What follows belongs to an exercise in optimizing a design on an open flow for small area; a production flow would make more cautious choices. Where RTL was checked, it was by simulation tests only, not by an equivalence proof against the original. For run 3, only the layout was checked, not whether the RTL still works. Power and IR drop assume default switching activity.

===== flow/flow/run.sh =====
#!/bin/bash
set -euo pipefail
W=$(pwd)
cat > "$W/flow_synth.tcl" <<EOT
proc abc {args} {
  set i [lsearch -exact \$args -script]
  set a1 \$args
  set a2 \$args
  lset a1 [expr {\$i + 1}] $W/flow/abc_adder.script
  lset a2 [expr {\$i + 1}] $W/flow/abc_map.script
  yosys abc {*}\$a1 add32
  yosys abc {*}\$a2 atm
}
source $W/synth_recipe.tcl
EOT
sed "s#SYNTH_SCRIPT=[^ ]*#SYNTH_SCRIPT=$W/flow_synth.tcl#" standard.sh > flow_standard.sh
grep -q "SYNTH_SCRIPT=$W/flow_synth.tcl" flow_standard.sh
export BUFFER_PORTS_ARGS="-buffer_cell sky130_fd_sc_hd__buf_1"
export CTS_ARGS="-sink_clustering_enable -repair_clock_nets -dont_use_dummy_load -buf_list sky130_fd_sc_hd__clkbuf_4 -root_buf sky130_fd_sc_hd__clkbuf_8"
bash flow_standard.sh finish > standard_flow.log 2>&1

===== flow/flow/abc_adder.script =====
&get -n
&st
&dch
&nf
&st
&syn2
&if -g -K 6
&synch2
&nf
&st
&syn2
&if -g -K 6
&synch2
&nf
&st
&syn2
&if -g -K 6
&synch2
&nf
&st
&syn2
&if -g -K 6
&synch2
&nf
&st
&syn2
&if -g -K 6
&synch2
&nf
&put

===== flow/flow/abc_map.script =====
&get -n
&st
&deepsyn -T 60
&dch -f
&nf -R 1000
&st
&syn3
&dch -f
&nf -R 1000
&put

===== flow/standard.sh =====
#!/bin/bash
# synth_recipe.tcl (not shown) runs the flow's synth.tcl, then flattens the netlist and writes it again
# the make line also repeats each setting of config.mk as NAME=value (left out here)
make -C /OpenROAD-flow-scripts/flow DESIGN_CONFIG=/design/flow/config.mk WORK_HOME=/design/flow/orfs CLKGATE_MAP_FILE= SYNTH_SCRIPT=/design/flow/synth_recipe.tcl "${@:-finish}"

===== flow/config.mk =====
export PLATFORM = sky130hd
export DESIGN_NAME = atm
export DESIGN_NICKNAME = atm
export VERILOG_FILES = /design/flow/design.v
export SDC_FILE = /design/flow/constraint.sdc
export NUM_CORES = 4
export LEC_CHECK = 0
export CAP_MARGIN = 20
export CORE_MARGIN = 2
export CORE_UTILIZATION = 55
export SLEW_MARGIN = 20
export SYNTH_HIERARCHICAL = 1

===== flow/constraint.sdc =====
create_clock -name core_clock -period 6.0 [get_ports {CLK}]
set_input_delay 1.2000 -clock core_clock [delete_from_list [all_inputs] [get_ports {CLK}]]
set_output_delay 1.2000 -clock core_clock [all_outputs]
set_load 0.01 [all_outputs]

===== flow/design.v =====
module atm
	    (
	    CLK,
	    RESET,
	    TARJETA_RECIBIDA,
	    TIPO_DE_TARJETA,
	    PIN,
	    DIGITO,
	    DIGITO_STB,
	    TIPO_TRANS,
	    MONTO,
	    MONTO_STB,
	    BALANCE_ACTUALIZADO,
	    ENTREGAR_DINERO,
	    FONDOS_INSUFICIENTES,
	    PIN_INCORRECTO,
	    ADVERTENCIA,
	    BLOQUEO
	    );
input
	CLK,
	RESET,			 
	TARJETA_RECIBIDA,
	TIPO_DE_TARJETA,	 
	DIGITO_STB,		 
	TIPO_TRANS,		 
	MONTO_STB;		 
input [15:0] PIN;		 
input [3:0] DIGITO;
input [31:0] MONTO;
output reg
	BALANCE_ACTUALIZADO,
	ENTREGAR_DINERO,
	FONDOS_INSUFICIENTES,
	PIN_INCORRECTO,
	ADVERTENCIA,
	BLOQUEO;
localparam [2:0]
	S_IDLE	= 3'b000,
	S_PIN0	= 3'b001,
	S_PIN1	= 3'b011,
	S_PIN2	= 3'b010,
	S_ID	= 3'b100,
	S_WD	= 3'b101,
	S_DEP	= 3'b110,
	S_BLK	= 3'b111;
reg [2:0] estado;
reg [31:0] BAL_lo;		 
reg [31:0] BAL_hi;		 
reg pendiente;			 
reg [1:0] Contador_PIN;		 
reg [11:0] PIN_usuario;		 
wire in_idle	= (estado == S_IDLE);
wire in_pin	= ~estado[2] & (estado[1] | estado[0]);
wire in_blk	= (estado == S_BLK);
wire in_wd	= (estado == S_WD);
wire in_dep	= (estado == S_DEP);
wire cuarto	= in_pin & DIGITO_STB & (Contador_PIN == 2'd3);
wire igual	= ({PIN_usuario, DIGITO} == PIN);
wire correcto	= cuarto & igual;
wire erroneo	= cuarto & ~igual;
wire usa_monto	= (in_wd | in_dep) & MONTO_STB;
wire resta	= (in_wd & MONTO_STB) | in_idle;	 
wire [31:0] op	= ({32{usa_monto}} & MONTO) ^ {{31{resta}}, in_wd & MONTO_STB};
wire [31:0] suma;
wire acarreo;
add32 u_suma (.a(BAL_lo), .b(op), .ci(pendiente), .s(suma), .co(acarreo));
wire hi_m	= |BAL_hi[30:1];
wire hi_nz	= hi_m | BAL_hi[0] | BAL_hi[31];
wire fb_up	= BAL_hi[0] ^ BAL_hi[1] ^ BAL_hi[2] ^ BAL_hi[22] ^ ~(hi_m | BAL_hi[31]);
wire fb_dn	= BAL_hi[31] ^ BAL_hi[0] ^ BAL_hi[1] ^ BAL_hi[21] ^ ~(hi_m | BAL_hi[0]);
wire mayor	= hi_nz | acarreo;	 
wire cobra	= in_idle & TARJETA_RECIBIDA & TIPO_DE_TARJETA;
wire retira	= in_wd & MONTO_STB & mayor;
wire rechaza	= in_wd & MONTO_STB & ~mayor;
wire deposita	= in_dep & MONTO_STB;
wire limpia	= ~RESET | (in_idle & ~TARJETA_RECIBIDA);
wire guarda	= rechaza | (in_idle & ~TIPO_DE_TARJETA);
wire sube	= ~guarda & ~resta & acarreo;
wire baja	= ~guarda & resta & ~acarreo;
wire h_up	= ~limpia & sube;
wire h_dn	= ~limpia & baja;
wire h_keep	= ~limpia & ~sube & ~baja;
wire [31:0] hi_prox = ({32{h_up}} & {fb_up, BAL_hi[31:1]}) |
		      ({32{h_dn}} & {BAL_hi[30:0], fb_dn}) |
		      ({32{h_keep}} & BAL_hi);
reg [2:0] prox;
always @(*) begin
	prox = estado;
	case (estado)
		S_IDLE:	if (TARJETA_RECIBIDA) prox = S_PIN0;
		S_PIN0:	if (correcto) prox = S_ID; else if (erroneo) prox = S_PIN1;
		S_PIN1:	if (correcto) prox = S_ID; else if (erroneo) prox = S_PIN2;
		S_PIN2:	if (correcto) prox = S_ID; else if (erroneo) prox = S_BLK;
		S_ID:	prox = TIPO_TRANS ? S_WD : S_DEP;
		S_WD:	if (MONTO_STB) prox = S_IDLE;
		S_DEP:	if (MONTO_STB) prox = S_IDLE;
		default: prox = S_BLK;
	endcase
end
always @(posedge CLK) begin
	if (DIGITO_STB)
		PIN_usuario <= {PIN_usuario[7:0], DIGITO};
	BAL_hi <= hi_prox;
	if (limpia) begin
		BAL_lo		<= 32'd0;
		pendiente	<= 1'b0;
	end else begin
		if (~guarda) begin
			BAL_lo		<= suma;
			pendiente	<= retira;
		end
	end
	if (~RESET) begin
		estado			<= S_IDLE;
		Contador_PIN		<= 2'd0;
		BALANCE_ACTUALIZADO	<= 1'b0;
		ENTREGAR_DINERO		<= 1'b0;
		FONDOS_INSUFICIENTES	<= 1'b0;
		PIN_INCORRECTO		<= 1'b0;
		ADVERTENCIA		<= 1'b0;
		BLOQUEO			<= 1'b0;
	end else begin
		estado <= prox;
		if (in_pin & DIGITO_STB)
			Contador_PIN <= Contador_PIN + 2'd1;
		BALANCE_ACTUALIZADO	<= cobra | retira | deposita;
		if (in_idle & TARJETA_RECIBIDA) begin
			ENTREGAR_DINERO		<= 1'b0;
			FONDOS_INSUFICIENTES	<= 1'b0;
		end
		if (retira)
			ENTREGAR_DINERO <= 1'b1;
		if (rechaza)
			FONDOS_INSUFICIENTES <= 1'b1;
		PIN_INCORRECTO	<= erroneo | in_blk;
		ADVERTENCIA	<= erroneo & (estado == S_PIN1);
		BLOQUEO		<= in_blk;
	end
end
endmodule
module add32(input [31:0] a, input [31:0] b, input ci, output [31:0] s, output co);
wire [31:0] p0 = a ^ b;
wire [31:0] g0 = a & b;
wire gz = g0[0] | (p0[0] & ci);
wire G1 = g0[1] | (p0[1] & gz);
wire P1 = p0[1] & p0[0];
wire G2 = g0[3] | (p0[3] & g0[2]);
wire P2 = p0[3] & p0[2];
wire G3 = g0[5] | (p0[5] & g0[4]);
wire P3 = p0[5] & p0[4];
wire G4 = g0[7] | (p0[7] & g0[6]);
wire P4 = p0[7] & p0[6];
wire G5 = g0[9] | (p0[9] & g0[8]);
wire P5 = p0[9] & p0[8];
wire G6 = g0[11] | (p0[11] & g0[10]);
wire P6 = p0[11] & p0[10];
wire G7 = g0[13] | (p0[13] & g0[12]);
wire P7 = p0[13] & p0[12];
wire G8 = g0[15] | (p0[15] & g0[14]);
wire P8 = p0[15] & p0[14];
wire G9 = g0[17] | (p0[17] & g0[16]);
wire P9 = p0[17] & p0[16];
wire G10 = g0[19] | (p0[19] & g0[18]);
wire P10 = p0[19] & p0[18];
wire G11 = g0[21] | (p0[21] & g0[20]);
wire P11 = p0[21] & p0[20];
wire G12 = g0[23] | (p0[23] & g0[22]);
wire P12 = p0[23] & p0[22];
wire G13 = g0[25] | (p0[25] & g0[24]);
wire P13 = p0[25] & p0[24];
wire G14 = g0[27] | (p0[27] & g0[26]);
wire P14 = p0[27] & p0[26];
wire G15 = g0[29] | (p0[29] & g0[28]);
wire P15 = p0[29] & p0[28];
wire G16 = g0[31] | (p0[31] & g0[30]);
wire P16 = p0[31] & p0[30];
wire G17 = g0[2] | (p0[2] & G1);
wire P17 = p0[2] & P1;
wire G18 = G2 | (P2 & G1);
wire P18 = P2 & P1;
wire G19 = g0[6] | (p0[6] & G3);
wire P19 = p0[6] & P3;
wire G20 = G4 | (P4 & G3);
wire P20 = P4 & P3;
wire G21 = g0[10] | (p0[10] & G5);
wire P21 = p0[10] & P5;
wire G22 = G6 | (P6 & G5);
wire P22 = P6 & P5;
wire G23 = g0[14] | (p0[14] & G7);
wire P23 = p0[14] & P7;
wire G24 = G8 | (P8 & G7);
wire P24 = P8 & P7;
wire G25 = g0[18] | (p0[18] & G9);
wire P25 = p0[18] & P9;
wire G26 = G10 | (P10 & G9);
wire P26 = P10 & P9;
wire G27 = g0[22] | (p0[22] & G11);
wire P27 = p0[22] & P11;
wire G28 = G12 | (P12 & G11);
wire P28 = P12 & P11;
wire G29 = g0[26] | (p0[26] & G13);
wire P29 = p0[26] & P13;
wire G30 = G14 | (P14 & G13);
wire P30 = P14 & P13;
wire G31 = g0[30] | (p0[30] & G15);
wire P31 = p0[30] & P15;
wire G32 = G16 | (P16 & G15);
wire P32 = P16 & P15;
wire G33 = g0[4] | (p0[4] & G18);
wire P33 = p0[4] & P18;
wire G34 = G3 | (P3 & G18);
wire P34 = P3 & P18;
wire G35 = G19 | (P19 & G18);
wire P35 = P19 & P18;
wire G36 = G20 | (P20 & G18);
wire P36 = P20 & P18;
wire G37 = g0[12] | (p0[12] & G22);
wire P37 = p0[12] & P22;
wire G38 = G7 | (P7 & G22);
wire P38 = P7 & P22;
wire G39 = G23 | (P23 & G22);
wire P39 = P23 & P22;
wire G40 = G24 | (P24 & G22);
wire P40 = P24 & P22;
wire G41 = g0[20] | (p0[20] & G26);
wire P41 = p0[20] & P26;
wire G42 = G11 | (P11 & G26);
wire P42 = P11 & P26;
wire G43 = G27 | (P27 & G26);
wire P43 = P27 & P26;
wire G44 = G28 | (P28 & G26);
wire P44 = P28 & P26;
wire G45 = g0[28] | (p0[28] & G30);
wire P45 = p0[28] & P30;
wire G46 = G15 | (P15 & G30);
wire P46 = P15 & P30;
wire G47 = G31 | (P31 & G30);
wire P47 = P31 & P30;
wire G48 = G32 | (P32 & G30);
wire P48 = P32 & P30;
wire G49 = g0[8] | (p0[8] & G36);
wire P49 = p0[8] & P36;
wire G50 = G5 | (P5 & G36);
wire P50 = P5 & P36;
wire G51 = G21 | (P21 & G36);
wire P51 = P21 & P36;
wire G52 = G22 | (P22 & G36);
wire P52 = P22 & P36;
wire G53 = G37 | (P37 & G36);
wire P53 = P37 & P36;
wire G54 = G38 | (P38 & G36);
wire P54 = P38 & P36;
wire G55 = G39 | (P39 & G36);
wire P55 = P39 & P36;
wire G56 = G40 | (P40 & G36);
wire P56 = P40 & P36;
wire G57 = g0[24] | (p0[24] & G44);
wire P57 = p0[24] & P44;
wire G58 = G13 | (P13 & G44);
wire P58 = P13 & P44;
wire G59 = G29 | (P29 & G44);
wire P59 = P29 & P44;
wire G60 = G30 | (P30 & G44);
wire P60 = P30 & P44;
wire G61 = G45 | (P45 & G44);
wire P61 = P45 & P44;
wire G62 = G46 | (P46 & G44);
wire P62 = P46 & P44;
wire G63 = G47 | (P47 & G44);
wire P63 = P47 & P44;
wire G64 = G48 | (P48 & G44);
wire P64 = P48 & P44;
wire G65 = g0[16] | (p0[16] & G56);
wire P65 = p0[16] & P56;
wire G66 = G9 | (P9 & G56);
wire P66 = P9 & P56;
wire G67 = G25 | (P25 & G56);
wire P67 = P25 & P56;
wire G68 = G26 | (P26 & G56);
wire P68 = P26 & P56;
wire G69 = G41 | (P41 & G56);
wire P69 = P41 & P56;
wire G70 = G42 | (P42 & G56);
wire P70 = P42 & P56;
wire G71 = G43 | (P43 & G56);
wire P71 = P43 & P56;
wire G72 = G44 | (P44 & G56);
wire P72 = P44 & P56;
wire G73 = G57 | (P57 & G56);
wire P73 = P57 & P56;
wire G74 = G58 | (P58 & G56);
wire P74 = P58 & P56;
wire G75 = G59 | (P59 & G56);
wire P75 = P59 & P56;
wire G76 = G60 | (P60 & G56);
wire P76 = P60 & P56;
wire G77 = G61 | (P61 & G56);
wire P77 = P61 & P56;
wire G78 = G62 | (P62 & G56);
wire P78 = P62 & P56;
wire G79 = G63 | (P63 & G56);
wire P79 = P63 & P56;
wire G80 = G64 | (P64 & G56);
wire P80 = P64 & P56;
wire [32:0] c;
assign c[0] = ci;
assign c[1] = gz;
assign c[2] = G1;
assign c[3] = G17;
assign c[4] = G18;
assign c[5] = G33;
assign c[6] = G34;
assign c[7] = G35;
assign c[8] = G36;
assign c[9] = G49;
assign c[10] = G50;
assign c[11] = G51;
assign c[12] = G52;
assign c[13] = G53;
assign c[14] = G54;
assign c[15] = G55;
assign c[16] = G56;
assign c[17] = G65;
assign c[18] = G66;
assign c[19] = G67;
assign c[20] = G68;
assign c[21] = G69;
assign c[22] = G70;
assign c[23] = G71;
assign c[24] = G72;
assign c[25] = G73;
assign c[26] = G74;
assign c[27] = G75;
assign c[28] = G76;
assign c[29] = G77;
assign c[30] = G78;
assign c[31] = G79;
assign c[32] = G80;
assign s = p0 ^ c[31:0];
assign co = c[32];
endmodule

==> run summary, run 1 <==
initial core utilization=56.5%; Slew Limit Headroom=49.9%; clk_skew=0.0257 ns; clk buf depth=2; Sinks on Clock Net=88; ys flop type=dfxtp_1; Final Max Tran Viols=0; DRT Pass-1 Iters=7; num ports=65; die height=98.7 µm; fin crit period=about 5.6 ns; Setup-failing EPs final=0; H-Tree Depth=3; wirelength, routed=11200 µm; Tot Pwr=3.05 mW; Worst Path Max Fanout=16; Worst-Skew Late Latency=~0.36 ns; mux cell area share after synthesis=0.203%; non-filler cells, final=779; CTS tree=yes; post-synth top area share=30.9%; largest area contributor in the netlist=dfxtp_1; critical-path cell list=buf_1, nand2_8, nor3b_4, nand2_1, o21ai_1, clkinv_1, fa_2, clkinv_2, fa_2, nand2_2, a211oi_2, o2111ai_2, a211oi_2, nor3_1, o31ai_1, a21o_1, nor3b_2, nand2_1, o21ai_4, nor4_2, nor3_2, buf_4, a222oi_1, clkinv_1; largest family of logic cells by synthesized area=compound AO/OA/AOI/OAI gates; Peak VDD IR=0.000337 V; post-synthesis compound-gate area fraction=around 23%; Die ar.=9730 µm²; DR vias=between 4000 and 5000; Static Leak=2.15 nW; post-synthesis simple-gate area fraction=17.9%; placed instance count=770; Worst-path clk slew=approximately 0.09 ns; hold_buf cts=0; Max-Cap Viols=0; slowest CP cell=a211oi_2; Worst setup SP type=input pin; Post-Synth XOR/XNOR Area=under 10%; routed vias/inst=5.83; CP max stage delay=0.39 ns; P&R area growth vs syn=14.0%; WP data required=just over 6 ns; Yosys cell types=45; Util after Layout=64.4%; Core Box Area=8720 µm²; post-synthesis net count=683; largest net degree at the start of global routing=36; Final Hold Fails=0; worst min path class=reg2reg; EDFF count, synth=12; Syn Area/Cell=8.39 µm²; DR WL/cell=14.4 µm; WP data arrival=5.78 ns; root buffer cell=clkbuf_8; grt total ovfl=0; PD cells=544 nW/µm²; synth top area cells=dfxtp_1 31%, ha_1 7.9%, a21oi_1 7.8%; DIE WIDTH=98.7 µm; Setup Buffers After CTS=0; fmax=180 MHz; commonest cells after routing, fill and taps aside=83 x nand2_1, 77 x a21oi_1, 76 x dfxtp_1; unrepaired setup endpoints after global routing=no; # nets final=about 770; CTS buffer count=9; run status=finished clean; proportion of layout cells with a drive suffix above 1=5.37%; First DRT Iteration DRCs=297; Detail Route Antenna Nets=0; WS Path Type=in2reg; Overall Global Routing Usage=about a quarter; Synth Cell Area=4930 µm²; first-pass GRT wire length=19700 µm; FP Rows=34; number of port buffers=64; Post-Synthesis Cells=587; number of synthesized register bits=roughly 90; Residual DRC=0; Synth Area in Adders=10.3%; Post-DP HPWL=7980 µm; initial antenna violation count=0; Antenna diodes=0; Slew @ Worst Pin=0.751 ns; Routability Congestion=between 0.9 and 1; Resize count post-CTS=0; Seq/Total Area, Yosys=38.2%; Filler Cell Count=slightly above 800; Synth async-reset ratio=0%; vias in the first global route=4389; crit path capture type=flip-flop; Final period util=92.7%; commonest non-fill, non-tap cell in the layout=nand2_1; Synthesis Warnings=7
==> modules after synthesis (local to each module, per instance) <==
module  flip-flops and latches  copies in the design  area [µm²]  cells inside
atm                         88                     1        3650           421
add32                        0                     1        1270           166
==> sequential cells by signal, summed over array words and instances (netlist names) <==
| signal | cells |
|---|---|
| BAL_hi | 32 |
| BAL_lo | 32 |
| PIN_usuario | 12 |
| estado | 3 |
| Contador_PIN | 2 |
| ADVERTENCIA | 1 |
| BALANCE_ACTUALIZADO | 1 |
| BLOQUEO | 1 |
| ENTREGAR_DINERO | 1 |
| FONDOS_INSUFICIENTES | 1 |
| PIN_INCORRECTO | 1 |
| pendiente | 1 |
==> report_power, final <==
group / switching (mW) / internal [mW]
sequential: 0.0646 / 0.684
clock: 0.188 / 0.135
combinational: 1.16 / 0.820
==> critical path, delay by kind of cell <==
family	cells	cell delay (ns)
simple gates	9	1.34
buf+inv	5	0.69
compound gates	8	1.99
fa+ha+maj	2	0.55
==> layer usage <==
layer	global-route usage, %	vias up	wire, µm
li1	-	2303	-
met1	32.4	2121	5420
met2	40.5	111	5240
met3	4.04	7	492
met4	6.85	0	74
met5	0	-	0
==> cell usage after synthesis, types with 6 or more instances <==
| library cell | instances |
|---|---|
| clkinv_1 | 59 |
| xnor2_1 | 20 |
| nand2_1 | 86 |
| o21ai_0 | 14 |
| a21oi_1 | 77 |
| xor2_1 | 13 |
| fa_1 | 6 |
| edfxtp_1 | 12 |
| nor2_1 | 58 |
| dfxtp_1 | 76 |
| nand3_1 | 9 |
| nor3_1 | 10 |
| a21o_1 | 10 |
| nor4_1 | 9 |
| a222oi_1 | 33 |
| ha_1 | 31 |
==> per-stage QoR <==
step                setup TNS, ns  area (µm²)  worst slack (ns)  hold slack, ns
floorplan                  -76.92        5010             -2.45           0.428
global placement                0        5490             0.314           0.440
detailed placement              0        5490            0.0990           0.452
CTS                             0        5620             0.447           0.461
global route                    0        5620            0.0263           0.482
finish                          0        5620             0.441           0.457
==> cells by family after synthesis <==
family	after synthesis
compound gates	169
buf+inv	59
mux	1
fa+ha+maj	37
flops	88
simple gates	200
xor+xnor	33
==> area by class of cell <==
type,instances,area (µm²),share of cell area [%]
multi-input cells,440,2920,51.9
clock buffers,9,124,2.21
inverters,59,223,3.97
flip-flops and latches,88,1880,33.5
well taps,108,135,2.41
repair buffers,75,335,5.97
==> worst paths after layout <==
path	from	to	slack, ns	cells past startpoint
min	PIN_usuario[0]	PIN_usuario[4]	0.46	0
max	MONTO_STB	BAL_hi[0]	0.44	24
min reg2reg	PIN_usuario[0]	PIN_usuario[4]	0.46	0
max reg2reg	estado[2]	BAL_hi[0]	0.74	21
==> run 2: changes to the inputs <==
==> flow/flow/abc_adder.script (replaced) <==
&get -n
&st
&syn2
&dch -f
&nf -R 1000
&st
&syn2
&dch -f
&nf -R 1000
&st
&syn2
&dch -f
&nf -R 1000
&st
&syn2
&dch -f
&nf -R 1000
&st
&syn2
&dch -f
&nf -R 1000
&put
==> run 2 against run 1 <==
  * Now fails the layout checks on setup timing
  * Critical path depth up 15
  * Count of clock-buffer cells in the layout unchanged
  * Clock power about the same
==> run summary, run 2 <==
hold_ws=0.460 ns (was 0.457 ns); routed vias/inst=5.68 (was 5.83); fmax=157 MHz (was 180 MHz); Core Box Area=8300 µm² (was 8720 µm²); Filler Cell Count=675 (was 812); Peak VDD IR=0.000370 V (was 0.000337 V); die height=96.9 µm (was 98.7 µm); Worst-path clk slew=0.07 ns (was 0.09 ns); fin crit period=6.38 ns (was 5.56 ns); Residual DRC=0 (unchanged); Die ar.=9390 µm² (was 9730 µm²); RR Startpoint=estado[0] (was estado[2]); unrepaired setup endpoints after global routing=yes (was no); WS Path Type=in2reg (unchanged); largest net degree at the start of global routing=36 (unchanged); top post-synthesis cells by count=82 x nand2_1, 76 x dfxtp_1, 74 x a21oi_1 (was 86 x nand2_1, 77 x a21oi_1, 76 x dfxtp_1); Sinks on Clock Net=88 (unchanged); vias in the first global route=4396 (was 4389); number of port buffers=64 (unchanged); Seq/Total Area, Yosys=39.7% (was 38.2%); proportion of layout cells with a drive suffix above 1=18.3% (was 5.37%); Synth Cell Area=4740 µm² (was 4930 µm²); hold depth=1 (was 0); Syn Area/Cell=8.44 µm² (was 8.39 µm²); Static Leak=2.47 nW (was 2.15 nW); Hold Startpoint=Contador_PIN[0] (was PIN_usuario[0]); Overall Global Routing Usage=24.3% (was 24.2%); DR vias=4620 (was 4542); grt total ovfl=0 (unchanged); ys flop type=dfxtp_1 (unchanged); PD cells=574 nW/µm² (was 544 nW/µm²); FP Rows=33 (was 34); Final Hold Fails=0 (unchanged); Multi-input gate area=2890 µm² (was 2920 µm²); Final period util=106% (was 92.7%); Detail Route Antenna Nets=0 (unchanged); CTS buffer count=9 (unchanged); DRT Pass-1 Iters=8 (was 7); root buffer cell=clkbuf_8 (unchanged); DP Area=5540 µm² (was 5490 µm²); CTS tree=yes (unchanged); Yosys cell types=39 (was 45); num ports=65 (unchanged); P&R area growth vs syn=28.7% (was 14.0%); Setup-failing EPs final=48 (was 0); crit path capture type=flip-flop (unchanged); CP max stage delay=0.31 ns (was 0.39 ns); register area=1880 µm² (unchanged); clk_skew=0.0284 ns (was 0.0257 ns); number of synthesized register bits=88 (unchanged); Slew @ Worst Pin=0.751 ns (about the same); Final Max Tran Viols=0 (unchanged); Max-Cap Viols=0 (unchanged); Finished Cell Area=6110 µm² (was 5620 µm²); Antenna diodes=0 (unchanged); wirelength, routed=12100 µm (was 11200 µm); post-synthesis net count=658 (was 683); H-Tree Depth=3 (unchanged); reg2reg end=BALANCE_ACTUALIZADO (was BAL_hi[0]); Synthesis Warnings=7 (unchanged); synth top area cells=dfxtp_1 32%, ha_1 8.2%, a21oi_1 7.8% (was dfxtp_1 31%, ha_1 7.9%, a21oi_1 7.8%); worst-case reg-to-reg path depth=38 (was 21); most used cell, CP=buf_4; Slew Limit Headroom=49.9% (about the same); Worst-Skew Late Latency=0.37 ns (was 0.36 ns); Worst Path Max Fanout=5 (was 16); WHS Endpoint=Contador_PIN[0] (was PIN_usuario[4]); run status=failed layout checks (was finished clean); largest area contributor in the netlist=dfxtp_1 (unchanged); Post-DP HPWL=7520 µm (was 7980 µm); most numerous cell in the Yosys netlist=nand2_1 (unchanged); Post-Synthesis Cells=562 (was 587); DIE WIDTH=96.9 µm (was 98.7 µm); clk buf depth=2 (unchanged); commonest non-fill, non-tap cell in the layout=dfxtp_1 (was nand2_1); EDFF count, synth=12 (unchanged); SO Faults=setup timing; WP data required=6.23 ns (was 6.22 ns); DR WL/cell=14.9 µm (was 14.4 µm); post-synth top area share=32.1% (was 30.9%); # nets final=807 (was 769); Synth async-reset ratio=0% (unchanged); commonest cells after routing, fill and taps aside=76 x dfxtp_1, 68 x a21oi_1, 63 x buf_1 (was 83 x nand2_1, 77 x a21oi_1, 76 x dfxtp_1); Worst setup SP type=input pin (unchanged); initial core utilization=57.2% (was 56.5%); worst min path class=reg2reg (unchanged); first-pass GRT wire length=19300 µm (was 19700 µm); First DRT Iteration DRCs=231 (was 297); R2R setup slack=-0.01 ns (was 0.74 ns); WP data arrival=6.61 ns (was 5.78 ns); slowest CP cell=o31a_1 (was a211oi_2); initial antenna violation count=0 (unchanged); Util after Layout=73.6% (was 64.4%); Routability Congestion=0.828 (was 0.920); biggest regs=BAL_hi: 32 flops, BAL_lo: 32 flops, PIN_usuario: 12 flops (unchanged); Final Worst Setup Slack=-0.379 ns (was 0.441 ns)
-- run 2: per-stage QoR --
stage / power (mW) / setup TNS, ns / std cells / setup slack [ns]
floorplan: 2.13 / -123.00 / 562 / -3.70
global placement: 2.71 / -36.13 / 773 / -0.717
detailed placement: 2.77 / -47.04 / 773 / -0.898
CTS: 3.25 / -7.14 / 796 / -0.277
global route: 3.82 / -30.60 / 814 / -0.711
finish: 3.50 / -9.66 / 814 / -0.379
-- run 2: how the worst max path moves through the flow --
stage | from | endpoint | cells past startpoint
final | MONTO_STB | BALANCE_ACTUALIZADO | 39
after global routing | MONTO_STB | BAL_hi[0] | 35
after CTS | MONTO_STB | BAL_hi[5] | 37
after detailed placement | MONTO_STB | BAL_hi[5] | 39
after global placement | MONTO_STB | BAL_hi[0] | 39
after floorplan | MONTO_STB | BAL_hi[0] | 37
-- run 2: modules after synthesis (local to each module, per instance) --
module / copies in the design / area [µm²] / flip-flops and latches / cells
add32: 1 / 1090 / 0 / 141
atm: 1 / 3650 / 88 / 421
-- run 2: routing by layer --
metal,track usage (%),vias to the layer above,part of all wire (%)
li1,-,2318,-
met1,29.5,2175,42
met2,43.3,103,52
met3,4.34,24,3.7
met4,8.56,0,2.4
met5,0,-,0
-- run 2: cell families (layout without fill, tap and decap cells) --
group	Yosys count	count (layout)	share of synthesized area, %
DFF	88	88	39.7
AOI/OAI and AO/OA	151	154	21.3
muxes	1	1	0.211
adders and majority gates	37	37	10.7
and+or+nand+nor	200	200	18.5
xor gates and xnor gates	28	28	5.17
buffers and inverters	57	201	4.51
-- run 2: final cells by class --
type / count / area share [%]
multi-input combinational: 420 / 47.3
clock buffer: 9 / 2.03
inverter: 57 / 3.52
tap: 105 / 2.15
timing repair buffer: 135 / 14.2
sequential: 88 / 30.8
-- run 2: report_power, final --
group | internal [mW] | switching (mW) | leakage, nW
logic | 1.20 | 1.23 | 1.67
clock network | 0.135 | 0.187 | 0.0647
registers | 0.684 | 0.0690 | 0.736
total | 2.02 | 1.48 | 2.47
-- run 2: what timing repair did --
action                                  in CTS  in global routing
buffers inserted                            11                 12
gates cloned                                 3                  6
hold buffers                                 0                  0
pin swaps                                   47                 62
endpoints found under the setup margin      65                 68
gates resized for setup                     13                 38
-- run 2: worst max-delay path: cells and delay by family --
kind,cells,cell delay (ns)
compound gates,16,2.74
fa+ha+maj,1,0.27
buf+inv,11,1.20
simple gates,11,1.18
==> run 3: changes to the inputs <==
--- a/flow/design.v
+++ b/flow/design.v
@@ -61,5 +61,5 @@
 wire erroneo	= cuarto & ~igual;
-wire usa_monto	= (in_wd | in_dep) & MONTO_STB;
-wire resta	= (in_wd & MONTO_STB) | in_idle;	 
-wire [31:0] op	= ({32{usa_monto}} & MONTO) ^ {{31{resta}}, in_wd & MONTO_STB};
+wire usa_monto	= in_wd | in_dep;
+wire resta	= in_wd | in_idle;	 
+wire [31:0] op	= ({32{usa_monto}} & MONTO) ^ {{31{resta}}, in_wd};
 wire [31:0] suma;
@@ -77,3 +77,3 @@
 wire limpia	= ~RESET | (in_idle & ~TARJETA_RECIBIDA);
-wire guarda	= rechaza | (in_idle & ~TIPO_DE_TARJETA);
+wire guarda	= (in_wd & ~retira) | (in_dep & ~MONTO_STB) | (in_idle & ~TIPO_DE_TARJETA);
 wire sube	= ~guarda & ~resta & acarreo;
==> flow/flow/abc_adder.script (replaced) <==
&get -n
&st
&dch
&nf -R 30
&st
&syn2
&if -g -K 6
&synch2
&nf -R 30
&st
&syn2
&if -g -K 6
&synch2
&nf -R 30
&st
&syn2
&if -g -K 6
&synch2
&nf -R 30
&st
&syn2
&if -g -K 6
&synch2
&nf -R 30
&st
&syn2
&if -g -K 6
&synch2
&nf -R 30
&put
==> run 3 against run 2 <==
  * Core utilization is 9.7 points lower
  * Now clean on timing, DRC and antenna
  * Largest power group unchanged
  * First-iteration DRC count is 21% higher
  * Sequential cell count stayed put
  * Largest cell class unchanged
==> run summary, run 3 <==
run status=finished clean (was failed layout checks); grt total ovfl=0 (unchanged); Synthesis Warnings=7 (unchanged); number of synthesized register bits=88 (unchanged); largest net degree at the start of global routing=34 (was 36); vias in the first global route=4123 (was 4396); Final Hold Fails=0 (unchanged); DR WL/cell=15.2 µm (was 14.9 µm); Seq/Total Area, Yosys=39.1% (was 39.7%); DIE WIDTH=97.5 µm (was 96.9 µm); final setup TNS=0 ns (was -9.66 ns); post-synthesis net count=608 (was 658); Routability Congestion=0.842 (was 0.828); first-pass GRT wire length=18600 µm (was 19300 µm); Peak VDD IR=0.000185 V (was 0.000370 V); ys flop type=dfxtp_1 (unchanged); Finished Cell Area=5490 µm² (was 6110 µm²); fin crit period=5.60 ns (was 6.38 ns); Antenna diodes=0 (unchanged); number of port buffers=64 (unchanged); initial core utilization=55.9% (was 57.2%); Tot Pwr=1.94 mW (was 3.50 mW); Final period util=93.4% (was 106%); Util after Layout=63.8% (was 73.6%); slowest CP cell=fa_1 (was o31a_1); Worst Path Max Fanout=32 (was 5); # nets final=698 (was 807); num ports=65 (unchanged); Final Worst Setup Slack=0.395 ns (was -0.379 ns); most numerous cell in the Yosys netlist=dfxtp_1 (was nand2_1); root buffer cell=clkbuf_8 (unchanged); unrepaired setup endpoints after global routing=no (was yes); CTS buffer count=9 (unchanged); worst min path class=reg2reg (unchanged); DRT Pass-1 Iters=8 (unchanged); largest area contributor in the netlist=dfxtp_1 (unchanged); Worst-path clk slew=0.08 ns (was 0.07 ns); WP data required=6.20 ns (was 6.23 ns); proportion of layout cells with a drive suffix above 1=5.83% (was 18.3%); crit path capture type=flip-flop (unchanged); top post-synthesis cells by count=76 x dfxtp_1, 60 x clkinv_1, 40 x o21ai_0 (was 82 x nand2_1, 76 x dfxtp_1, 74 x a21oi_1); post-synth top area share=31.7% (was 32.1%); Filler Cell Count=808 (was 675); Slew Limit Headroom=31.3% (was 49.9%); most used cell, CP=clkinv_1 (was buf_4); wirelength, routed=10800 µm (was 12100 µm); Worst setup SP type=input pin (unchanged); clk_skew=0.0328 ns (was 0.0284 ns); routed vias/inst=6.09 (was 5.68); fmax=178 MHz (was 157 MHz); Sinks on Clock Net=88 (unchanged); biggest regs=BAL_hi: 32 flops, BAL_lo: 32 flops, PIN_usuario: 12 flops (unchanged); die height=97.5 µm (was 96.9 µm); EDFF count, synth=12 (unchanged); commonest non-fill, non-tap cell in the layout=dfxtp_1 (unchanged); First DRT Iteration DRCs=279 (was 231); Static Leak=2.12 nW (was 2.47 nW); pre-CTS WS=-0.261 ns (was -0.898 ns); Max-Cap Viols=0 (unchanged); Residual DRC=0 (unchanged); Core Box Area=8590 µm² (was 8300 µm²); Detail Route Antenna Nets=0 (unchanged); synth top area cells=dfxtp_1 32%, ha_1 8.1%, edfxtp_1 7.5% (was dfxtp_1 32%, ha_1 8.2%, a21oi_1 7.8%); P&R area growth vs syn=14.1% (was 28.7%); Post-DP HPWL=7720 µm (was 7520 µm); initial antenna violation count=0 (unchanged); FP Rows=34 (was 33); Overall Global Routing Usage=23.5% (was 24.3%); Die ar.=9500 µm² (was 9390 µm²); hold_buf cts=0 (unchanged); H-Tree Depth=3 (unchanged); Setup Buffers After CTS=0 (was 11); critical-path cell list=buf_1, mux2i_1, nor2_1, clkinv_1, fa_1, clkinv_1, fa_1, a211oi_1, nor3_1, o31ai_2, a21oi_1, o2111a_1, o41a_1, a21o_1, a21oi_1, o21bai_1, nor4b_2, a311oi_1, clkinv_1, nor2_4, and3_4, a222oi_1, clkinv_1; DP Area=5350 µm² (was 5540 µm²); CP max stage delay=0.41 ns (was 0.31 ns); Syn Area/Cell=9.39 µm² (was 8.44 µm²); DR vias=4315 (was 4620); Slew @ Worst Pin=1.02 ns (was 0.751 ns); WP data arrival=5.81 ns (was 6.61 ns); Synth Cell Area=4810 µm² (was 4740 µm²); Final Max Tran Viols=0 (unchanged); Setup-failing EPs final=0 (was 48); Worst-Skew Late Latency=0.36 ns (was 0.37 ns); Synth async-reset ratio=0% (unchanged); Post-Synthesis Cells=512 (was 562); commonest cells after routing, fill and taps aside=75 x dfxtp_1, 64 x buf_1, 60 x clkinv_1 (was 76 x dfxtp_1, 68 x a21oi_1, 63 x buf_1); clk buf depth=2 (unchanged); CTS tree=yes (unchanged); Yosys cell types=45 (was 39); WS Path Type=in2reg (unchanged); PD cells=354 nW/µm² (was 574 nW/µm²)
run 3: changes by cell type after synthesis, sizes merged, moves of 4 or more:
cell | previous run | this run
nand2 | 82 | 12
o22ai | 3 | 7
nor2 | 64 | 34
a21oi | 74 | 19
a22o | 0 | 33
a31oi | 0 | 31
o21ai | 11 | 40
xnor2 | 17 | 13
o21a | 10 | 6
xor2 | 11 | 17
run 3: kinds of logic after synthesis:
family | count (synthesis) | synth area share, %
adders and majority gates | 37 | 10.6
DFF | 88 | 39.1
xor gates and xnor gates | 30 | 5.47
muxes | 2 | 0.416
buffers and inverters | 60 | 4.69
AOI/OAI and AO/OA | 199 | 30.0
and+or+nand+nor | 96 | 9.73
run 3: per-module statistics from Yosys, one instance, submodules excluded:
module,cells,cell area [µm²],flip-flops and latches,times used
atm,357,3590,88,1
add32,155,1220,0,1
run 3: layout make-up:
type / instances / area, µm² / share of cell area, %
well taps: 108 / 135 / 2.46
inverters: 60 / 225 / 4.10
flip-flops and latches: 88 / 1880 / 34.3
clock buffers: 9 / 124 / 2.26
repair buffers: 79 / 353 / 6.43
multi-input cells: 364 / 2770 / 50.4
run 3: metal layers:
metal	wire length (µm)	part of all wire (%)	up-vias	track usage (%)
li1	-	-	2169	-
met1	4940	46	2039	30.0
met2	5250	49	98	40.4
met3	400	3.7	9	3.38
met4	163	1.5	0	8.76
met5	0	0	-	0
run 3: final timing paths:
kind         slack [ns]              end            start  cells after the start
max                0.40       BAL_hi[27]         MONTO[0]                     23
min                0.46  Contador_PIN[0]  Contador_PIN[0]                      1
max reg2reg        0.46       BAL_hi[27]        estado[0]                     21
min reg2reg        0.46  Contador_PIN[0]  Contador_PIN[0]                      1
run 3: worst max-delay path: cells and delay by family:
| family | cells | cell delay [ns] |
|---|---|---|
| AOI/OAI and AO/OA | 10 | 2.42 |
| and+or+nand+nor | 5 | 0.89 |
| adders and majority gates | 2 | 0.58 |
| buffers and inverters | 5 | 0.53 |
| muxes | 1 | 0.19 |
run 3: power by group:
part	switching [mW]	internal [mW]	leakage (nW)	total, mW
registers	0.0549	0.679	0.736	0.734
clock network	0.187	0.135	0.0647	0.321
logic	0.473	0.415	1.32	0.888
run 3: what timing repair did:
item                                    in CTS  in global routing
resized for setup                            1                  3
pin swaps                                    0                  1
endpoints found under the setup margin      30                 32
cloned                                       0                  0
run 3: through the flow:
step,instances,hold slack (ns)
2_1_floorplan,512,0.428
3_3_place_gp,699,0.439
3_5_place_dp,699,0.451
4_1_cts,708,0.463
5_1_grt,708,0.497
6_report,708,0.460
==> run 4: changes to the inputs <==
--- a/flow/design.v
+++ b/flow/design.v
@@ -78,7 +78,6 @@
 wire guarda	= (in_wd & ~retira) | (in_dep & ~MONTO_STB) | (in_idle & ~TIPO_DE_TARJETA);
-wire sube	= ~guarda & ~resta & acarreo;
-wire baja	= ~guarda & resta & ~acarreo;
-wire h_up	= ~limpia & sube;
-wire h_dn	= ~limpia & baja;
-wire h_keep	= ~limpia & ~sube & ~baja;
+reg paso_sube, paso_baja;
+wire h_up	= ~limpia & paso_sube;
+wire h_dn	= ~limpia & paso_baja;
+wire h_keep	= ~limpia & ~paso_sube & ~paso_baja;
 wire [31:0] hi_prox = ({32{h_up}} & {fb_up, BAL_hi[31:1]}) |
@@ -107,2 +106,4 @@
 		pendiente	<= 1'b0;
+		paso_sube	<= 1'b0;
+		paso_baja	<= 1'b0;
 	end else begin
@@ -112,2 +113,4 @@
 		end
+		paso_sube	<= ~guarda & ~resta & acarreo;
+		paso_baja	<= ~guarda & resta & ~acarreo;
 	end
==> run 4 against run 3 <==
  * Routed wire length decreased by 2.4%
  * Clock power about the same
  * Area after synthesis increased by 0.57%
  * Sequential power increased by 5.2%
  * Cell count decreased by 0.42%
  * Die area increased by 0.54%
  * Combinational power increased by 45%
  * Via count decreased by 2.0%
  * Worst hold slack got worse by 0.0018 ns
  * Critical path type unchanged
  * Largest cell class unchanged
  * Highest routed layer unchanged
==> run summary, run 4 <==
run status=finished clean (unchanged); post-synthesis net count=608 (unchanged); DRT Pass-1 Iters=7 (was 8); Max-Cap Viols=0 (unchanged); reg2reg end=BAL_lo[5] (was BAL_hi[27]); ys flop type=dfxtp_1 (unchanged); H-Tree Depth=3 (unchanged); Static Leak=2.11 nW (was 2.12 nW); R2R setup slack=0.51 ns (was 0.46 ns); Residual DRC=0 (unchanged); RR Startpoint=estado[1] (was estado[0]); initial antenna violation count=0 (unchanged); Yosys cell types=46 (was 45); clk buf depth=2 (unchanged); Overall Global Routing Usage=22.1% (was 23.5%); Detail Route Antenna Nets=0 (unchanged); WP data arrival=5.77 ns (was 5.81 ns); Worst setup SP type=input pin (unchanged); commonest cells after routing, fill and taps aside=77 x dfxtp_1, 73 x o21ai_0, 64 x buf_1 (was 75 x dfxtp_1, 64 x buf_1, 60 x clkinv_1); WP data required=6.22 ns (was 6.20 ns); initial core utilization=56.0% (was 55.9%); wirelength, routed=10500 µm (was 10800 µm); clk_skew=0.0252 ns (was 0.0328 ns); CP max stage delay=0.45 ns (was 0.41 ns); DR WL/cell=14.9 µm (was 15.2 µm); non-filler cells, final=705 (was 708); grt total ovfl=0 (unchanged); commonest non-fill, non-tap cell in the layout=dfxtp_1 (unchanged); P&R area growth vs syn=12.9% (was 14.1%); Synthesis Warnings=7 (unchanged); num ports=65 (unchanged); critical-path cell list=buf_1, nor2b_1, a221oi_1, clkinv_1, fa_1, clkinv_1, fa_1, a211oi_1, nor3_1, o31ai_1, a21oi_1, o2111a_1, o41a_1, a21o_1, a21oi_1, o21bai_1, nor3b_1, nand2b_1, a21oi_1, and2_1, buf_4, a22o_1 (was buf_1, mux2i_1, nor2_1, clkinv_1, fa_1, clkinv_1, fa_1, a211oi_1, nor3_1, o31ai_2, a21oi_1, o2111a_1, o41a_1, a21o_1, a21oi_1, o21bai_1, nor4b_2, a311oi_1, clkinv_1, nor2_4, and3_4, a222oi_1, clkinv_1); vias in the first global route=3840 (was 4123); worst path buffer plus inverter count=4 (was 5); Post-DP HPWL=7380 µm (was 7720 µm); crit path capture type=flip-flop (unchanged); Final period util=92.5% (was 93.4%); Syn Area/Cell=9.44 µm² (was 9.39 µm²); Post-Synthesis Cells=512 (unchanged); CTS buffer count=9 (unchanged); Routability Congestion=0.823 (was 0.842); most used cell, CP=a21oi_1 (was clkinv_1); FP Rows=34 (unchanged); CTS tree=yes (unchanged); Synth Cell Area=4830 µm² (was 4810 µm²); first-pass GRT wire length=17600 µm (was 18600 µm); PD cells=437 nW/µm² (was 354 nW/µm²); CP Depth=22 (was 23); most numerous cell in the Yosys netlist=dfxtp_1 (unchanged); post-synth top area share=32.3% (was 31.7%); routed vias/inst=6.00 (was 6.09); largest net degree at the start of global routing=35 (was 34); Worst-Skew Late Latency=0.35 ns (was 0.36 ns); Seq/Total Area, Yosys=39.8% (was 39.1%); # nets final=695 (was 698); DIE WIDTH=97.8 µm (was 97.5 µm); Final Max Tran Viols=0 (unchanged); die height=97.8 µm (was 97.5 µm); First DRT Iteration DRCs=268 (was 279); slowest CP cell=o31ai_1 (was fa_1); number of port buffers=64 (unchanged); Slew @ Worst Pin=0.777 ns (was 1.02 ns); Synth async-reset ratio=0% (unchanged); number of synthesized register bits=90 (was 88); top post-synthesis cells by count=78 x dfxtp_1, 74 x o21ai_0, 54 x clkinv_1 (was 76 x dfxtp_1, 60 x clkinv_1, 40 x o21ai_0); Sinks on Clock Net=90 (was 88); CP startpoint=MONTO[0] (unchanged); hold depth=2 (was 1); DR vias=4229 (was 4315); worst min path class=reg2reg (unchanged); EDFF count, synth=12 (unchanged); fin crit period=5.55 ns (was 5.60 ns); placed instance count=693 (was 699); worst-case reg-to-reg path depth=20 (was 21); fmax=180 MHz (was 178 MHz); Setup-failing EPs final=0 (unchanged); synth top area cells=dfxtp_1 32%, ha_1 8.0%, o21ai_0 7.7% (was dfxtp_1 32%, ha_1 8.1%, edfxtp_1 7.5%); proportion of layout cells with a drive suffix above 1=4.19% (was 5.83%); root buffer cell=clkbuf_8 (unchanged); Die ar.=9560 µm² (was 9500 µm²); Worst Path Max Fanout=34 (was 32); CP endpoint=BAL_lo[5] (was BAL_hi[27]); Core Box Area=8640 µm² (was 8590 µm²); final setup TNS=0 ns (unchanged); unrepaired setup endpoints after global routing=no (unchanged); Crit path max-delay family=compound AO/OA/AOI/OAI gates (unchanged); Peak VDD IR=0.000267 V (was 0.000185 V); Slew Limit Headroom=48.0% (was 31.3%); WS Path Type=in2reg (unchanged); largest area contributor in the netlist=dfxtp_1 (unchanged); Final Hold Fails=0 (unchanged); Antenna diodes=0 (unchanged); Worst-path clk slew=0.07 ns (was 0.08 ns); biggest regs=BAL_hi: 32 flops, BAL_lo: 32 flops, PIN_usuario: 12 flops (unchanged)
-- run 4: timing repair --
action                     4_1_cts  5_1_grt
hold buffers                     0        0
setup buffers                    0        3
setup endpoints to repair        0       35
resized for setup                0        3
-- run 4: metal layers --
layer	wire length (µm)	GRT usage [%]	part of all wire, %	vias to the layer above
met5	0	0	0	-
met3	303	3.36	2.9	17
met2	4920	34.6	47	83
met4	213	8.65	2.0	0
met1	5060	31.0	48	1992
li1	-	-	-	2137
-- run 4: worst min-delay path by stage --
stage	from	end	slack, ns
4_1_cts	pendiente	pendiente	0.46
2_1_floorplan	pendiente	pendiente	0.43
6_report	pendiente	pendiente	0.46
3_3_place_gp	pendiente	pendiente	0.44
3_5_place_dp	PIN_usuario[7]	PIN_usuario[11]	0.45
5_1_grt	PIN_usuario[5]	PIN_usuario[9]	0.48
-- run 4: power breakdown --
group | switching [mW] | internal (mW)
clock network | 0.186 | 0.135
logic | 0.699 | 0.595
registers | 0.0697 | 0.702
-- run 4: final cells by class --
type | count | area (µm²)
Fill cell | 786 | 3180
Multi-Input combinational cell | 368 | 2730
Sequential cell | 90 | 1920
Timing Repair Buffer | 76 | 343
Inverter | 54 | 203
Tap cell | 108 | 135
Clock buffer | 9 | 124
-- run 4: per-module statistics from Yosys (local to each module, per instance) --
module,flip-flops and latches,cells inside,times used
add32,0,155,1
atm,90,357,1
-- run 4: cells by family after synthesis --
kind of cell	after synthesis	synth area share, %
AND/OR/NAND/NOR	100	10.1
flip-flops	90	39.8
XOR/XNOR	35	6.34
AO/OA/AOI/OAI	195	28.9
adder cells (fa/ha/maj)	37	10.5
multiplexers	1	0.207
buffers and inverters	54	4.19
-- run 4: per-stage QoR --
stage / power, mW / util (%) / setup slack, ns / instance area, µm² / hold slack, ns
after floorplan: 1.77 / - / 0.268 / 4830 / 0.427
after global placement: 2.01 / 61.4 / 0.362 / 5300 / 0.438
after detailed placement: 2.05 / 61.4 / 0.204 / 5300 / 0.448
after CTS: 2.38 / 62.8 / 0.297 / 5430 / 0.460
after global routing: 2.62 / 63.2 / 0.0187 / 5460 / 0.478
final: 2.39 / 63.2 / 0.453 / 5460 / 0.458
-- run 4: tightest hold or removal path: stages (launching register included) --
cell	delay, ns
dfxtp_1	0.32
nand2_1	0.05
nand2_1	0.05
==> run 5: changes to the inputs <==
==> flow/flow/abc_adder.script (replaced) <==
&get -n
&st
&dch
&nf
&st
&syn2
&if -g -K 6
&synch2
&nf
&st
&syn2
&if -g -K 6
&synch2
&nf
&st
&syn2
&if -g -K 6
&synch2
&nf
&st
&syn2
&if -g -K 6
&synch2
&nf
&st
&syn2
&if -g -K 6
&synch2
&nf
&put
==> run 5 against run 4 <==
  * Worst setup slack improved by 0.29 ns
  * Design area up 0.21%
  * Clock skew up 0.014 ns
  * Sequential power about the same
  * Sequential share of layout area shrank 0.095 points
  * Maximum frequency grew 5.6%
  * Non-clock buffer count decreased by 3
  * Largest power group unchanged
==> run summary, run 5 <==
number of synthesized register bits=90 (unchanged); WP data required=6.27 ns (was 6.22 ns); hold_buf cts=0 (unchanged); fmax=190 MHz (was 180 MHz); Synth Cell Area=4890 µm² (was 4830 µm²); Clk pwr share=13.2% (was 13.4%); sequential power share=32.1% (was 32.3%); worst min path class=reg2reg (unchanged); crit path capture type=flip-flop (unchanged); Synth async-reset ratio=0% (unchanged); clk_skew=0.0388 ns (was 0.0252 ns); largest area contributor in the netlist=dfxtp_1 (unchanged); Static Leak=2.06 nW (was 2.11 nW); Worst-Skew Late Latency=0.36 ns (was 0.35 ns); commonest cells after routing, fill and taps aside=78 x dfxtp_1, 74 x o21ai_0, 64 x buf_1 (was 77 x dfxtp_1, 73 x o21ai_0, 64 x buf_1); wirelength, routed=10300 µm (was 10500 µm); Detail Route Antenna Nets=0 (unchanged); Tot Pwr=2.40 mW (was 2.39 mW); Setup Buffers After CTS=0 (unchanged); Internal Power=1.43 mW (about the same); Final period util=87.6% (was 92.5%); First DRT Iteration DRCs=305 (was 268); DIE WIDTH=98.3 µm (was 97.8 µm); Post-Synthesis Cells=523 (was 512); post-synth top area share=31.9% (was 32.3%); PD cells=439 nW/µm² (was 437 nW/µm²); commonest non-fill, non-tap cell in the layout=dfxtp_1 (unchanged); Sinks on Clock Net=90 (unchanged); # nets final=703 (was 695); DP Area=5340 µm² (was 5300 µm²); die height=98.3 µm (was 97.8 µm); Final Hold Fails=0 (unchanged); ys flop type=dfxtp_1 (unchanged); DR vias=4249 (was 4229); H-Tree Depth=3 (unchanged); Max-Cap Viols=0 (unchanged); Die ar.=9670 µm² (was 9560 µm²); synth top area cells=dfxtp_1 32%, ha_1 7.9%, o21ai_0 7.7% (was dfxtp_1 32%, ha_1 8.0%, o21ai_0 7.7%); Filler Cell Count=790 (was 786); Final Max Tran Viols=0 (unchanged); Worst setup SP type=input pin (unchanged); FP Rows=34 (unchanged); Syn Area/Cell=9.36 µm² (was 9.44 µm²); post-synthesis net count=619 (was 608); hold depth=2 (unchanged); number of port buffers=64 (unchanged); Core Box Area=8680 µm² (was 8640 µm²); DR WL/cell=14.4 µm (was 14.9 µm); first-pass GRT wire length=17600 µm (about the same); Yosys cell types=44 (was 46); CTS buffer count=9 (unchanged); CTS tree=yes (unchanged); WS Path Type=in2reg (unchanged); Synthesis Warnings=7 (unchanged); Routability Congestion=0.885 (was 0.823); final setup TNS=0 ns (unchanged); run status=finished clean (unchanged); top post-synthesis cells by count=78 x dfxtp_1, 75 x o21ai_0, 57 x clkinv_1 (was 78 x dfxtp_1, 74 x o21ai_0, 54 x clkinv_1); Multi-input gate area=2770 µm² (was 2730 µm²); worst-case reg-to-reg path depth=19 (was 20); hold_ws=0.452 ns (was 0.458 ns); initial core utilization=56.4% (was 56.0%); grt total ovfl=0 (unchanged); EDFF count, synth=12 (unchanged); Peak VDD IR=0.000210 V (was 0.000267 V); P&R area growth vs syn=11.7% (was 12.9%); Residual DRC=0 (unchanged); DRT Pass-1 Iters=7 (unchanged); initial antenna violation count=0 (unchanged); Setup-failing EPs final=0 (unchanged); Seq/Total Area, Yosys=39.3% (was 39.8%); vias in the first global route=3990 (was 3840); unrepaired setup endpoints after global routing=no (unchanged); switch share=40.4% (was 40.0%); routed vias/inst=5.96 (was 6.00); largest net degree at the start of global routing=34 (was 35); sw power=970 µW (was 955 µW); Worst-path clk slew=0.08 ns (was 0.07 ns); Finished Cell Area=5470 µm² (was 5460 µm²); fin crit period=5.25 ns (was 5.55 ns); Slew @ Worst Pin=0.696 ns (was 0.777 ns); num ports=65 (unchanged); Post-DP HPWL=7320 µm (was 7380 µm); Worst Path Max Fanout=24 (was 34); root buffer cell=clkbuf_8 (unchanged); Overall Global Routing Usage=21.7% (was 22.1%); proportion of layout cells with a drive suffix above 1=3.31% (was 4.19%); clk buf depth=2 (unchanged); Slew Limit Headroom=53.1% (was 48.0%); biggest regs=BAL_hi: 32 flops, BAL_lo: 32 flops, PIN_usuario: 12 flops (unchanged); WP data arrival=5.52 ns (was 5.77 ns); most numerous cell in the Yosys netlist=dfxtp_1 (unchanged); Logic pwr share=54.7% (was 54.2%); Antenna diodes=0 (unchanged); register area=1920 µm² (about the same); Resize count post-CTS=0 (unchanged)
==> run 5: worst max-delay path: stages <==
cell	delay [ns]
buf_1	0.09
a221oi_1	0.32
clkinv_1	0.15
fa_1	0.41
clkinv_1	0.06
fa_1	0.18
nand2_1	0.08
a211oi_1	0.39
o2111ai_1	0.31
a211oi_1	0.48
nor3_1	0.14
o31ai_1	0.37
a21o_1	0.21
nor3b_1	0.07
nand2b_1	0.15
a21oi_1	0.25
and2_1	0.19
buf_4	0.28
a22o_1	0.19
==> run 5: per-stage QoR <==
stage          worst slack (ns)  utilization [%]  cells
2_1_floorplan             0.248                -    523
3_3_place_gp              0.550             61.6    704
3_5_place_dp              0.428             61.6    704
4_1_cts                   0.751             63.0    713
5_1_grt                   0.308             63.0    713
6_report                  0.746             63.0    713
==> run 5: cell families after synthesis <==
family | Yosys count | share of synthesized area, %
AO/OA/AOI/OAI | 201 | 29.2
AND/OR/NAND/NOR | 101 | 10.1
flip-flops | 90 | 39.3
buffers and inverters | 57 | 4.37
adder cells (fa/ha/maj) | 37 | 10.4
XOR/XNOR | 36 | 6.44
multiplexers | 1 | 0.205
==> run 5: path summary, 6_finish.rpt <==
check,start,to,slack [ns]
worst min register to register,pendiente,pendiente,0.45
worst min-delay path,pendiente,pendiente,0.45
worst max-delay path,MONTO[0],BAL_lo[13],0.75
worst max register to register,estado[1],BAL_lo[13],0.90
==> run 5: power groups by stage <==
stage	registers (mW)	clock network, mW	logic [mW]
floorplan	0.765	0	1.05
global placement	0.782	0	1.27
detailed placement	0.782	0	1.31
CTS	0.770	0.325	1.32
global route	0.783	0.348	1.51
finish	0.770	0.316	1.31
==> run 5: layout make-up <==
class	instances	share of cell area, %
clock buffer	9	2.27
inverter	57	3.91
multi-input combinational	376	50.6
sequential	90	35.1
tap	108	2.47
timing repair buffer	73	5.63
==> run 5: per-layer routing <==
| metal | track usage (%) | wire, µm |
|---|---|---|
| met1 | 28.0 | 4780 |
| met3 | 3.22 | 336 |
| met4 | 6.74 | 171 |
| met2 | 37.7 | 4970 |
| met5 | 0 | 0 |
==> run 5: modules after synthesis (local to each module, per instance) <==
module,area [µm²],flops+latches,cells,times used
add32,1270,0,166,1
atm,3620,90,357,1
==> run 6: changes to the inputs <==
--- a/flow/config.mk
+++ b/flow/config.mk
@@ -12 +12,2 @@
 export SYNTH_HIERARCHICAL = 1
+export TNS_END_PERCENT = 0
==> run 6 against run 5 <==
  * Die area is the same
  * Design area is the same
  * Count of clock-buffer cells in the layout is the same
  * Register-to-register slack is essentially flat
  * First-iteration DRC count is the same
  * Critical endpoint unchanged
  * Critical path type unchanged
  * Largest cell class unchanged
  * Highest routed layer unchanged
==> run summary, run 6 <==
post-synthesis net count=619 (unchanged); WP data arrival=5.52 ns (about the same); Final Hold Fails=0 (unchanged); placed instance count=704 (unchanged); Slew @ Worst Pin=0.696 ns (unchanged); DR vias=4249 (unchanged); WHS Endpoint=pendiente (unchanged); Core Box Area=8680 µm² (unchanged); Final period util=87.6% (unchanged); WS Path Type=in2reg (unchanged); largest net degree at the start of global routing=34 (unchanged); Setup-failing EPs final=0 (unchanged); Multi-input gate area=2770 µm² (unchanged); R2R setup slack=0.90 ns (about the same); EDFF count, synth=12 (unchanged); most numerous cell in the Yosys netlist=dfxtp_1 (unchanged); Detail Route Antenna Nets=0 (unchanged); Antenna diodes=0 (unchanged); Static Leak=2.06 nW (unchanged); Worst-path clk slew=0.08 ns (about the same); number of port buffers=64 (unchanged); DRT Pass-1 Iters=7 (unchanged); post-synth top area share=31.9% (unchanged); Synth async-reset ratio=0% (unchanged); commonest cells after routing, fill and taps aside=78 x dfxtp_1, 74 x o21ai_0, 64 x buf_1 (unchanged); Filler Cell Count=790 (unchanged); DR WL/cell=14.4 µm (unchanged); worst-case reg-to-reg path depth=19 (unchanged); routed vias/inst=5.96 (unchanged); WP data required=6.27 ns (about the same); PD cells=439 nW/µm² (unchanged); register area=1920 µm² (unchanged); CTS tree=yes (unchanged); initial core utilization=56.4% (unchanged); die height=98.3 µm (unchanged); Worst Path Max Fanout=24 (unchanged); Synthesis Warnings=7 (unchanged); Synth Cell Area=4890 µm² (unchanged); non-filler cells, final=713 (unchanged); FP Rows=34 (unchanged); Die ar.=9670 µm² (unchanged); hold_buf cts=0 (unchanged); hold depth=2 (unchanged); root buffer cell=clkbuf_8 (unchanged); Seq/Total Area, Yosys=39.3% (unchanged); Setup Buffers After CTS=0 (unchanged); worst min path class=reg2reg (unchanged); fin crit period=5.25 ns (unchanged); biggest regs=BAL_hi: 32 flops, BAL_lo: 32 flops, PIN_usuario: 12 flops (unchanged); Routability Congestion=0.885 (unchanged); run status=finished clean (unchanged); initial antenna violation count=0 (unchanged); RR Startpoint=estado[1] (unchanged); grt total ovfl=0 (unchanged); Post-DP HPWL=7320 µm (unchanged); fmax=190 MHz (unchanged); H-Tree Depth=3 (unchanged); P&R area growth vs syn=11.7% (unchanged); DIE WIDTH=98.3 µm (unchanged); First DRT Iteration DRCs=305 (unchanged); num ports=65 (unchanged); # nets final=703 (unchanged); Overall Global Routing Usage=21.7% (unchanged); Max-Cap Viols=0 (unchanged); wirelength, routed=10300 µm (unchanged); Post-Synthesis Cells=523 (unchanged); synth top area cells=dfxtp_1 32%, ha_1 7.9%, o21ai_0 7.7% (unchanged); clk_skew=0.0388 ns (unchanged); CTS buffer count=9 (unchanged); first-pass GRT wire length=17600 µm (unchanged); Syn Area/Cell=9.36 µm² (unchanged); proportion of layout cells with a drive suffix above 1=3.31% (unchanged); commonest non-fill, non-tap cell in the layout=dfxtp_1 (unchanged); crit path capture type=flip-flop (unchanged); clk buf depth=2 (unchanged); Sinks on Clock Net=90 (unchanged); Slew Limit Headroom=53.1% (unchanged); vias in the first global route=3990 (unchanged); unrepaired setup endpoints after global routing=no (unchanged); Final Max Tran Viols=0 (unchanged); ys flop type=dfxtp_1 (unchanged); Hold Startpoint=pendiente (unchanged); top post-synthesis cells by count=78 x dfxtp_1, 75 x o21ai_0, 57 x clkinv_1 (unchanged); Worst-Skew Late Latency=0.36 ns (about the same); reg2reg end=BAL_lo[13] (unchanged); largest area contributor in the netlist=dfxtp_1 (unchanged); Residual DRC=0 (unchanged); final setup TNS=0 ns (unchanged); Peak VDD IR=0.000210 V (unchanged); Yosys cell types=44 (unchanged); number of synthesized register bits=90 (unchanged); Worst setup SP type=input pin (unchanged); Resize count post-CTS=0 (unchanged)
run 6: cell counts after synthesis:
Identical to the previous run, type by type.
run 6: kinds of logic after synthesis:
kind of cell               after synthesis  share of synthesized area [%]
AOI/OAI and AO/OA                      201                           29.2
and+or+nand+nor                        101                           10.1
buffers and inverters                   57                           4.37
xor gates and xnor gates                36                           6.44
adders and majority gates               37                           10.4
muxes                                    1                          0.205
DFF                                     90                           39.3
run 6: through the flow:
stage                     instance area, µm²  hold slack (ns)  util, %  total power, mW  setup WS (ns)
after floorplan                         4890            0.427        -             1.82          0.248
after global placement                  5340            0.436     61.6             2.06          0.550
after detailed placement                5340            0.448     61.6             2.10          0.428
after global routing                    5470            0.474     63.0             2.64          0.308
final                                   5470            0.452     63.0             2.40          0.746
after CTS                               5470            0.459     63.0             2.41          0.751
run 6: worst max-delay path by stage:
stage              start    endpoint  slack [ns]  cells past startpoint
6_report        MONTO[0]  BAL_lo[13]        0.75                     19
5_1_grt         MONTO[0]  BAL_lo[13]        0.31                     19
4_1_cts         MONTO[0]  BAL_lo[13]        0.75                     19
3_5_place_dp    MONTO[0]   BAL_lo[9]        0.43                     19
3_3_place_gp    MONTO[0]   BAL_lo[4]        0.55                     19
2_1_floorplan  estado[1]   paso_baja        0.25                     18
run 6: area by class of cell:
cell class                      instances  area share, %
Multi-Input combinational cell        376           50.6
Clock buffer                            9           2.27
Tap cell                              108           2.47
Timing Repair Buffer                   73           5.63
Inverter                               57           3.91
Sequential cell                        90           35.1
run 6: routing by layer:
metal	track usage (%)	share of wire (%)	vias up
met3	3.22	3.3	12
met5	0	0	-
li1	-	-	2170
met1	28.0	47	1982
met4	6.74	1.7	0
met2	37.7	48	85
run 6: per-module statistics from Yosys (local to each module, per instance):
module | times used | flip-flops and latches
atm | 1 | 90
add32 | 1 | 0
run 6: critical path, stage by stage:
cell and delay [ns]:
buf_1 0.09, a221oi_1 0.32, clkinv_1 0.15, fa_1 0.41
clkinv_1 0.06, fa_1 0.18, nand2_1 0.08, a211oi_1 0.39
o2111ai_1 0.31, a211oi_1 0.48, nor3_1 0.14, o31ai_1 0.37
a21o_1 0.21, nor3b_1 0.07, nand2b_1 0.15, a21oi_1 0.25
and2_1 0.19, buf_4 0.28, a22o_1 0.19
run 6: report_power, final:
group	internal, mW	total, mW	switching, mW
logic	0.593	1.31	0.720
clock network	0.135	0.316	0.181
registers	0.702	0.770	0.0688
total	1.43	2.40	0.970
==> run 7: changes to the inputs <==
--- a/flow/config.mk
+++ b/flow/config.mk
@@ -10,4 +10,4 @@
 export CORE_UTILIZATION = 55
+export GPL_TIMING_DRIVEN = 0
 export SLEW_MARGIN = 20
 export SYNTH_HIERARCHICAL = 1
-export TNS_END_PERCENT = 0
==> run 7 against run 6 <==
  * Sequential cell count unchanged
  * Cell count is 0.28% lower
  * Synthesized cell count unchanged
  * Count of clock-buffer cells in the layout did not move
  * Still clean
  * Highest routed layer unchanged
  * Worst hold slack gained 0.011 ns
  * Critical path type unchanged
  * Design area is 1.1% higher
  * Clock power rose by 2%
  * Worst setup slack worse by 0.23 ns
  * Maximum frequency fell by 4.1%
==> run summary, run 7 <==
most numerous cell in the Yosys netlist=dfxtp_1 (unchanged); Synth Cell Area=4890 µm² (unchanged); Yosys cell types=44 (unchanged); Setup Buffers After CTS=0 (unchanged); unrepaired setup endpoints after global routing=no (unchanged); critical-path cell list=buf_1, a221oi_1, clkinv_1, fa_1, clkinv_1, fa_1, nand2_1, a211oi_1, o2111ai_1, a211oi_1, nor3_1, o31ai_1, a21o_1, nor3b_1, nand2b_1, a21oi_1, and2_4, o21ai_0, nor2_1 (was buf_1, a221oi_1, clkinv_1, fa_1, clkinv_1, fa_1, nand2_1, a211oi_1, o2111ai_1, a211oi_1, nor3_1, o31ai_1, a21o_1, nor3b_1, nand2b_1, a21oi_1, and2_1, buf_4, a22o_1); Slew Limit Headroom=45.3% (was 53.1%); non-filler cells, final=711 (was 713); FP Rows=34 (unchanged); vias in the first global route=4154 (was 3990); run status=finished clean (unchanged); DR WL/cell=15.2 µm (was 14.4 µm); Worst-path clk slew=0.08 ns (about the same); synth top area cells=dfxtp_1 32%, ha_1 7.9%, o21ai_0 7.7% (unchanged); Static Leak=2.08 nW (was 2.06 nW); Core Box Area=8680 µm² (unchanged); Final Max Tran Viols=0 (unchanged); final setup TNS=0 ns (unchanged); largest area contributor in the netlist=dfxtp_1 (unchanged); fin crit period=5.48 ns (was 5.25 ns); Max-Cap Viols=0 (unchanged); EDFF count, synth=12 (unchanged); WS Path Type=in2reg (unchanged); Sinks on Clock Net=90 (unchanged); PD cells=441 nW/µm² (was 439 nW/µm²); commonest cells after routing, fill and taps aside=78 x dfxtp_1, 74 x o21ai_0, 64 x buf_1 (unchanged); initial antenna violation count=0 (unchanged); fmax=182 MHz (was 190 MHz); proportion of layout cells with a drive suffix above 1=3.65% (was 3.31%); first-pass GRT wire length=18600 µm (was 17600 µm); number of synthesized register bits=90 (unchanged); Post-DP HPWL=7630 µm (was 7320 µm); CP max stage delay=0.54 ns (was 0.48 ns); Setup-failing EPs final=0 (unchanged); Synth async-reset ratio=0% (unchanged); DIE WIDTH=98.3 µm (unchanged); post-synthesis net count=619 (unchanged); CTS tree=yes (unchanged); Routability Congestion=0.856 (was 0.885); Slew @ Worst Pin=0.811 ns (was 0.696 ns); Filler Cell Count=769 (was 790); grt total ovfl=0 (unchanged); Peak VDD IR=0.000225 V (was 0.000210 V); hold_buf cts=0 (unchanged); clk_skew=0.0332 ns (was 0.0388 ns); P&R area growth vs syn=13.0% (was 11.7%); largest net degree at the start of global routing=35 (was 34); biggest regs=BAL_hi: 32 flops, BAL_lo: 32 flops, PIN_usuario: 12 flops (unchanged); slowest CP cell=a211oi_1 (unchanged)
## run 7: changes by cell type in the layout (fill, tap and decap cells not counted), sizes merged
cell  before  now
buf       73   71
## run 7: per-module statistics from Yosys, one instance, submodules excluded
module	copies in the design	area, µm²
add32	1	1270
atm	1	3620
## run 7: logic make-up after synthesis
kind of cell	Yosys count	share of synthesized area, %
buf+inv	57	4.37
flops	90	39.3
simple gates	101	10.1
fa+ha+maj	37	10.4
compound gates	201	29.2
mux	1	0.205
xor+xnor	36	6.44
## run 7: critical path: cells and delay by family
family | cells | cell delay, ns
buffers and inverters | 3 | 0.28
AO/OA/AOI/OAI | 8 | 2.64
AND/OR/NAND/NOR | 6 | 1.02
adder cells (fa/ha/maj) | 2 | 0.60
## run 7: stage by stage
step | hold WS, ns | setup WS [ns] | cell area (µm²)
4_1_cts | 0.464 | 0.173 | 5520
3_3_place_gp | 0.439 | -2.38 | 5270
5_1_grt | 0.479 | 0.0801 | 5530
2_1_floorplan | 0.427 | 0.248 | 4890
3_5_place_dp | 0.445 | -0.135 | 5400
6_report | 0.462 | 0.519 | 5530
## run 7: worst paths after layout
kind,from,endpoint,slack (ns),depth (start not counted)
max,MONTO[0],paso_baja,0.52,19
min,pendiente,pendiente,0.46,2
max reg2reg,estado[0],paso_baja,0.57,18
min reg2reg,pendiente,pendiente,0.46,2
## run 7: routing by layer
metal | up-vias | global-route usage [%] | share of wire (%)
met5 | - | 0 | 0
met1 | 2019 | 29.1 | 46
li1 | 2170 | - | -
met2 | 82 | 40.3 | 49
met4 | 0 | 6.74 | 1.2
met3 | 14 | 4.37 | 3.8
## run 7: final cells by class
cell class                      count  area (µm²)  share of cell area [%]
Tap cell                          108         135                    2.44
Clock buffer                        9         124                    2.24
Multi-Input combinational cell    376        2790                    50.4
Timing Repair Buffer               71         347                    6.27
Sequential cell                    90        1920                    34.8
Inverter                           57         214                    3.87
## run 7: power breakdown
| group | internal [mW] | switching [mW] | leakage [nW] |
|---|---|---|---|
| Sequential | 0.702 | 0.0693 | 0.752 |
| Clock | 0.135 | 0.188 | 0.0647 |
| Combinational | 0.613 | 0.728 | 1.26 |
